Context: an optimization exercise on an open-source flow, tuned for small area. The choices shown serve that exercise and are no tape-out recipe. Only simulation tests tie the RTL to the original design; equivalence was not proved. Power is estimated from default activity; no workload was simulated. The flow treats the clock pin as an ideal source, which a real chip does not have.

==> flow/design.v <==
module router_fifo (input clock, resetn, soft_reset, write_enb, read_enb, tlfd,
                    input [7:0] data_in,
                    output full, empty,
                    output reg [7:0] data_out);
reg [8:0] mem [0:15];
reg [4:0] wp, rp;
function [4:0] step(input [4:0] p);
  step = p[4] ? 5'b00000 :
         p[3:0] == 4'b1000 ? 5'b10000 :
         {1'b0, p[2:0], p[3] ^ p[2] ^ (p[2:0] == 3'b000)};
endfunction
reg zero;
reg [5:0] cnt;
reg [8:0] rd;
integer i;
always @(*) begin
  rd = 9'd0;
  for (i = 0; i < 16; i = i + 1)
    rd = rd | (mem[i] & {9{rp[3:0] == i}});
end
always @(posedge clock)
  if (write_enb && !wp[4])
    mem[wp[3:0]] <= {tlfd, data_in};
always @(posedge clock)
  if (!resetn || soft_reset)
    wp <= 5'd0;
  else if (write_enb && !full)
    wp <= step(wp);
always @(posedge clock)
  if (!resetn || soft_reset) begin
    rp <= 5'd0;
    data_out <= 8'd0;
  end else if (zero && data_out != 8'd0)
    data_out <= 8'd0;
  else if (read_enb && !empty) begin
    rp <= step(rp);
    if (!rp[4])
      data_out <= rd[7:0];
  end
always @(posedge clock)
  if (!resetn || soft_reset)
    zero <= 1'b1;
  else if (read_enb && !empty) begin
    if (rd[8])
      zero <= 1'b0;
    else if (cnt == 6'd0)
      zero <= 1'b1;
  end
always @(posedge clock)
  if (read_enb && !empty) begin
    if (rd[8])
      cnt <= rd[7:2];
    else
      cnt <= cnt - 6'd1;
  end
assign full  = wp[4] && rp == 5'd0;    
assign empty = (rp == wp);
endmodule
module router_fsm (input clock, resetn, pkt_valid, parity_done,
                   input [1:0] data_in,
                   input soft_reset_0, soft_reset_1, soft_reset_2, fifo_full, low_pkt_valid,
                   input fifo_empty_0, fifo_empty_1, fifo_empty_2,
                   output busy, detect_add, ld_state, laf_state, full_state,
                   output write_enb_reg, rst_int_reg, lfd_state);
localparam DECODE_ADDRESS     = 3'b000,
           LOAD_FIRST_DATA    = 3'b001,
           LOAD_DATA          = 3'b010,
           FIFO_FULL_STATE    = 3'b011,
           LOAD_AFTER_FULL    = 3'b100,
           LOAD_PARITY        = 3'b101,
           CHECK_PARITY_ERROR = 3'b110,
           WAIT_TILL_EMPTY    = 3'b111;
reg [2:0] ste, nste;
reg [1:0] addr;    
always @(posedge clock)
  addr <= data_in;
always @(posedge clock)
  if (!resetn || soft_reset_0 || soft_reset_1 || soft_reset_2)
    ste <= DECODE_ADDRESS;
  else
    ste <= nste;
wire dest_empty = (data_in == 2'd0 && fifo_empty_0) || (data_in == 2'd1 && fifo_empty_1) ||
                  (data_in == 2'd2 && fifo_empty_2);
wire addr_empty = (addr == 2'd0 && fifo_empty_0) || (addr == 2'd1 && fifo_empty_1) ||
                  (addr == 2'd2 && fifo_empty_2);
always @(*)
  case (ste)
    DECODE_ADDRESS:     nste = !pkt_valid || data_in == 2'd3 ? DECODE_ADDRESS :
                               dest_empty ? LOAD_FIRST_DATA : WAIT_TILL_EMPTY;
    LOAD_FIRST_DATA:    nste = LOAD_DATA;
    LOAD_DATA:          nste = fifo_full ? FIFO_FULL_STATE : !pkt_valid ? LOAD_PARITY : LOAD_DATA;
    FIFO_FULL_STATE:    nste = fifo_full ? FIFO_FULL_STATE : LOAD_AFTER_FULL;
    LOAD_AFTER_FULL:    nste = parity_done ? DECODE_ADDRESS : low_pkt_valid ? LOAD_PARITY : LOAD_DATA;
    LOAD_PARITY:        nste = CHECK_PARITY_ERROR;
    CHECK_PARITY_ERROR: nste = fifo_full ? FIFO_FULL_STATE : DECODE_ADDRESS;
    default:            nste = addr_empty ? LOAD_FIRST_DATA : WAIT_TILL_EMPTY;
  endcase
assign detect_add    = (ste == DECODE_ADDRESS);
assign ld_state      = (ste == LOAD_DATA);
assign laf_state     = (ste == LOAD_AFTER_FULL);
assign full_state    = (ste == FIFO_FULL_STATE);
assign write_enb_reg = (ste == LOAD_DATA || ste == LOAD_PARITY || ste == LOAD_AFTER_FULL);
assign rst_int_reg   = (ste == CHECK_PARITY_ERROR);
assign lfd_state     = (ste == LOAD_FIRST_DATA);
assign busy          = !(ste == DECODE_ADDRESS || ste == LOAD_DATA);
endmodule
module router_reg (input clock, resetn, pkt_valid,
                   input [7:0] data_in,
                   input fifo_full, rst_int_reg, detect_add, ld_state, laf_state, full_state, lfd_state,
                   output parity_done,
                   output reg low_pkt_valid, err,
                   output reg [7:0] dout);
reg [7:0] ffb, intp;
reg perr;
always @(posedge clock)
  if (detect_add || (ld_state && !fifo_full))
    dout <= data_in;
  else if (laf_state)
    dout <= ffb;
always @(posedge clock)
  if (detect_add)
    intp <= data_in;
  else if (pkt_valid && ld_state)
    intp <= intp ^ data_in;
always @(posedge clock)
  if (ld_state)
    perr <= (intp != data_in);
always @(posedge clock)
  if (!resetn)
    ffb <= 8'd0;
  else if (fifo_full && ld_state)
    ffb <= data_in;
assign parity_done = 1'b0;
always @(posedge clock)
  if (!resetn || rst_int_reg)
    low_pkt_valid <= 1'b0;
  else if (ld_state && !pkt_valid)
    low_pkt_valid <= 1'b1;
always @(posedge clock)
  if (!resetn)
    err <= 1'b0;
  else if (rst_int_reg && perr)
    err <= 1'b1;
endmodule
module router_sync (input detect_add,
                    input [1:0] data_in,
                    input write_enb_reg, clock, resetn, read_enb_0, read_enb_1, read_enb_2,
                    input empty_0, empty_1, empty_2, full_0, full_1, full_2,
                    output [2:0] write_enb,
                    output fifo_full,
                    output reg soft_reset_0, soft_reset_1, soft_reset_2,
                    output vld_out_0, vld_out_1, vld_out_2);
reg [1:0] add;    
reg [4:0] count_0, count_1, count_2;
localparam [4:0] C1 = 5'b00001, C30 = 5'b01000;
function [4:0] lfsr(input [4:0] c);
  lfsr = {c[3:0], c[4] ^ c[2]};
endfunction
always @(posedge clock)
  if (detect_add)
    add <= data_in;
assign write_enb = write_enb_reg ? {add == 2'd2, add == 2'd1, add == 2'd0} : 3'b000;
assign fifo_full = (add == 2'd0 && full_0) || (add == 2'd1 && full_1) || (add == 2'd2 && full_2);
assign vld_out_0 = ~empty_0;
assign vld_out_1 = ~empty_1;
assign vld_out_2 = ~empty_2;
always @(posedge clock) begin
  count_0 <= (!vld_out_0 || read_enb_0 || count_0 == C30) ? C1 : lfsr(count_0);
  count_1 <= (!vld_out_1 || read_enb_1 || count_1 == C30) ? C1 : lfsr(count_1);
  count_2 <= (!vld_out_2 || read_enb_2 || count_2 == C30) ? C1 : lfsr(count_2);
  soft_reset_0 <= resetn && vld_out_0 && !read_enb_0 && count_0 == C30;
  soft_reset_1 <= resetn && vld_out_1 && !read_enb_1 && count_1 == C30;
  soft_reset_2 <= resetn && vld_out_2 && !read_enb_2 && count_2 == C30;
end
endmodule
module router_top2 (input clock, resetn, read_enb_0, read_enb_1, read_enb_2,
                    input [7:0] data_in,
                    input pkt_valid,
                    output [7:0] data_out_0, data_out_1, data_out_2,
                    output valid_out_0, valid_out_1, valid_out_2, error, busy);
wire [2:0] write_enb1;
wire [7:0] dt;
wire emt0, emt1, emt2, full_0, full_1, full_2, fifo_full;
wire soft_reset_0, soft_reset_1, soft_reset_2;
wire parity_done, low_pkt_valid, detect_add, ld_state, laf_state, full_state;
wire write_enb_reg, rst_int_reg, lfd_state;
reg tlfd;
always @(posedge clock)
  tlfd <= lfd_state;
router_fsm rfsm (clock, resetn, pkt_valid, parity_done, data_in[1:0], soft_reset_0, soft_reset_1,
                 soft_reset_2, fifo_full, low_pkt_valid, emt0, emt1, emt2, busy, detect_add,
                 ld_state, laf_state, full_state, write_enb_reg, rst_int_reg, lfd_state);
router_sync rsync (detect_add, data_in[1:0], write_enb_reg, clock, resetn, read_enb_0, read_enb_1,
                   read_enb_2, emt0, emt1, emt2, full_0, full_1, full_2, write_enb1, fifo_full,
                   soft_reset_0, soft_reset_1, soft_reset_2, valid_out_0, valid_out_1, valid_out_2);
router_reg rr (clock, resetn, pkt_valid, data_in, fifo_full, rst_int_reg, detect_add, ld_state,
               laf_state, full_state, lfd_state, parity_done, low_pkt_valid, error, dt);
router_fifo rf1 (clock, resetn, soft_reset_0, write_enb1[0], read_enb_0, tlfd, dt, full_0, emt0, data_out_0);
router_fifo rf2 (clock, resetn, soft_reset_1, write_enb1[1], read_enb_1, tlfd, dt, full_1, emt1, data_out_1);
router_fifo rf3 (clock, resetn, soft_reset_2, write_enb1[2], read_enb_2, tlfd, dt, full_2, emt2, data_out_2);
endmodule
==> flow/config.mk <==
export PLATFORM = sky130hd
export DESIGN_NAME = router_top2
export DESIGN_NICKNAME = router_top2
export VERILOG_FILES = /design/flow/design.v
export SDC_FILE = /design/flow/constraint.sdc
export NUM_CORES = 4
export LEC_CHECK = 0
export CAP_MARGIN = 0
export CORE_MARGIN = 2
export CORE_UTILIZATION = 70
export PLACE_DENSITY = 0.8
export SLEW_MARGIN = 0
==> flow/constraint.sdc <==
create_clock -name core_clock -period 5.0 [get_ports {clock}]
set_input_delay 1.0000 -clock core_clock [delete_from_list [all_inputs] [get_ports {clock}]]
set_output_delay 1.0000 -clock core_clock [all_outputs]
set_load 0.01 [all_outputs]
standard.sh (not shown) runs the stock make flow with config.mk's settings and CLKGATE_MAP_FILE= SYNTH_SCRIPT=/design/flow/synth_recipe.tcl, a recipe that flattens the netlist after the stock synthesis.
==> flow/flow/run.sh <==
#!/bin/bash
# The standard ORFS flow (the standard.sh), with:
#  - synthesis: the standard flow's script, but ABC maps for area (flow/area.abc), and
#    adders are left to ABC instead of ORFS's half/full-adder cells
#  - CTS without dummy loads, sink clusters of up to 30 on clkbuf_16,
#    clkbuf_8 above them
#  - port buffers (one per input and output, as standard) of the smallest
#    buffer cell
# Each tool's output goes to the ORFS logs under orfs/logs; make's output to
# standard.log.
set -euo pipefail
HERE=$PWD
export AREA_ABC_DIR=$HERE/flow
cat $HERE/flow/area_hook.tcl $HERE/synth_recipe.tcl > $HERE/area_synth.tcl
CTS="-sink_clustering_enable -repair_clock_nets -dont_use_dummy_load -sink_clustering_size 30 -sink_clustering_max_diameter 100 -buf_list {sky130_fd_sc_hd__clkbuf_8 sky130_fd_sc_hd__clkbuf_16} -sink_clustering_buffer sky130_fd_sc_hd__clkbuf_16 -root_buf sky130_fd_sc_hd__clkbuf_8 -tree_buf sky130_fd_sc_hd__clkbuf_8"
bash standard.sh SYNTH_SCRIPT=$HERE/area_synth.tcl ADDER_MAP_FILE= "CTS_ARGS=$CTS" "BUFFER_PORTS_ARGS=-buffer_cell sky130_fd_sc_hd__buf_1" finish > standard.log 2>&1
==> flow/flow/area.abc <==
&get -n
&st
&dch
&nf -p -C 32 -F 10 -R 1000
&put
mfs2 -a
strash
&get -n
&dch
&nf -p -C 32 -F 10 -R 1000
&put
==> flow/flow/area_hook.tcl <==
# Sourced before the standard flow's synthesis script: ABC maps the logic for area with
# area.abc (beside this file) instead of ORFS's speed script. Everything else
# in the synthesis is the standard flow's. Registers are mapped before ABC runs, and ABC
# does not touch them.
set ::area_abc_script [file join $::env(AREA_ABC_DIR) area.abc]
proc abc {args} {
  set i [lsearch -exact $args -script]
  if {$i >= 0} { lset args [expr {$i + 1}] $::area_abc_script }
  puts "area hook: abc $args"
  yosys abc {*}$args
}
Change:
--- a/flow/design.v
+++ b/flow/design.v
@@ -105,15 +105,14 @@
 assign busy          = !(ste == DECODE_ADDRESS || ste == LOAD_DATA);
 endmodule
 module router_reg (input clock, resetn, pkt_valid,
                    input [7:0] data_in,
                    input fifo_full, rst_int_reg, detect_add, ld_state, laf_state, full_state, lfd_state,
-                   output parity_done,
-                   output reg low_pkt_valid, err,
+                   output reg parity_done, low_pkt_valid, err,
                    output reg [7:0] dout);
 reg [7:0] ffb, intp;
-reg perr;
+reg perr, pw;
 always @(posedge clock)
   if (detect_add || (ld_state && !fifo_full))
     dout <= data_in;
   else if (laf_state)
     dout <= ffb;
@@ -121,27 +120,33 @@
   if (detect_add)
     intp <= data_in;
   else if (pkt_valid && ld_state)
     intp <= intp ^ data_in;
 always @(posedge clock)
-  if (ld_state)
+  if (ld_state && !pkt_valid)
     perr <= (intp != data_in);
+always @(posedge clock)
+  if (detect_add)
+    pw <= 1'b0;
+  else if (ld_state && !pkt_valid)
+    pw <= 1'b1;
 always @(posedge clock)
   if (!resetn)
     ffb <= 8'd0;
   else if (fifo_full && ld_state)
     ffb <= data_in;
-assign parity_done = 1'b0;
+always @(posedge clock)
+  parity_done <= !detect_add && laf_state && low_pkt_valid && !parity_done;
 always @(posedge clock)
   if (!resetn || rst_int_reg)
     low_pkt_valid <= 1'b0;
   else if (ld_state && !pkt_valid)
     low_pkt_valid <= 1'b1;
 always @(posedge clock)
   if (!resetn)
     err <= 1'b0;
-  else if (rst_int_reg && perr)
+  else if (rst_int_reg && (pw ? perr : intp != 8'd0))
     err <= 1'b1;
 endmodule
 module router_sync (input detect_add,
                     input [1:0] data_in,
                     input write_enb_reg, clock, resetn, read_enb_0, read_enb_1, read_enb_2,
- The changed run passed the timing, design-rule and antenna checks
- worst setup slack is worse by 0.21 ns
- clock skew went down by 0.015 ns
- die area goes up by about 0.37%
- wire length increases by 1.9%
- cell area hardly moves
- clock power barely changes
- global-route usage climbs by 0.17 points

## re-timing with driven ports
The results above use ideal ports. As a check the final layouts listed here were re-extracted and re-timed, cells and wires unchanged.
Step 1 assumes that a clkbuf_16 drives the clock port and a buf_2 every other input.
Step 2 moves the port delays by t, midway between the first and last clock arrival at a register: inputs arrive t later, outputs are due t later. That takes back most of the time a late clock gives input paths.
Three values: ideal ports, drivers, drivers and shift; two values: the first two.
run | t, ns | setup slack, ns | worst setup path at the end | clock arrival spread, ns | pins driven straight from the clock port
the first run | 0.683 | 1.364 / 1.364 / 1.364 | register to register | 0.053 / 0.054 | 1
the second run | 0.670 | 1.155 / 1.108 / 1.348 | register to register | 0.039 / 0.040 | 1
After both steps setup and hold are still met in every run listed.
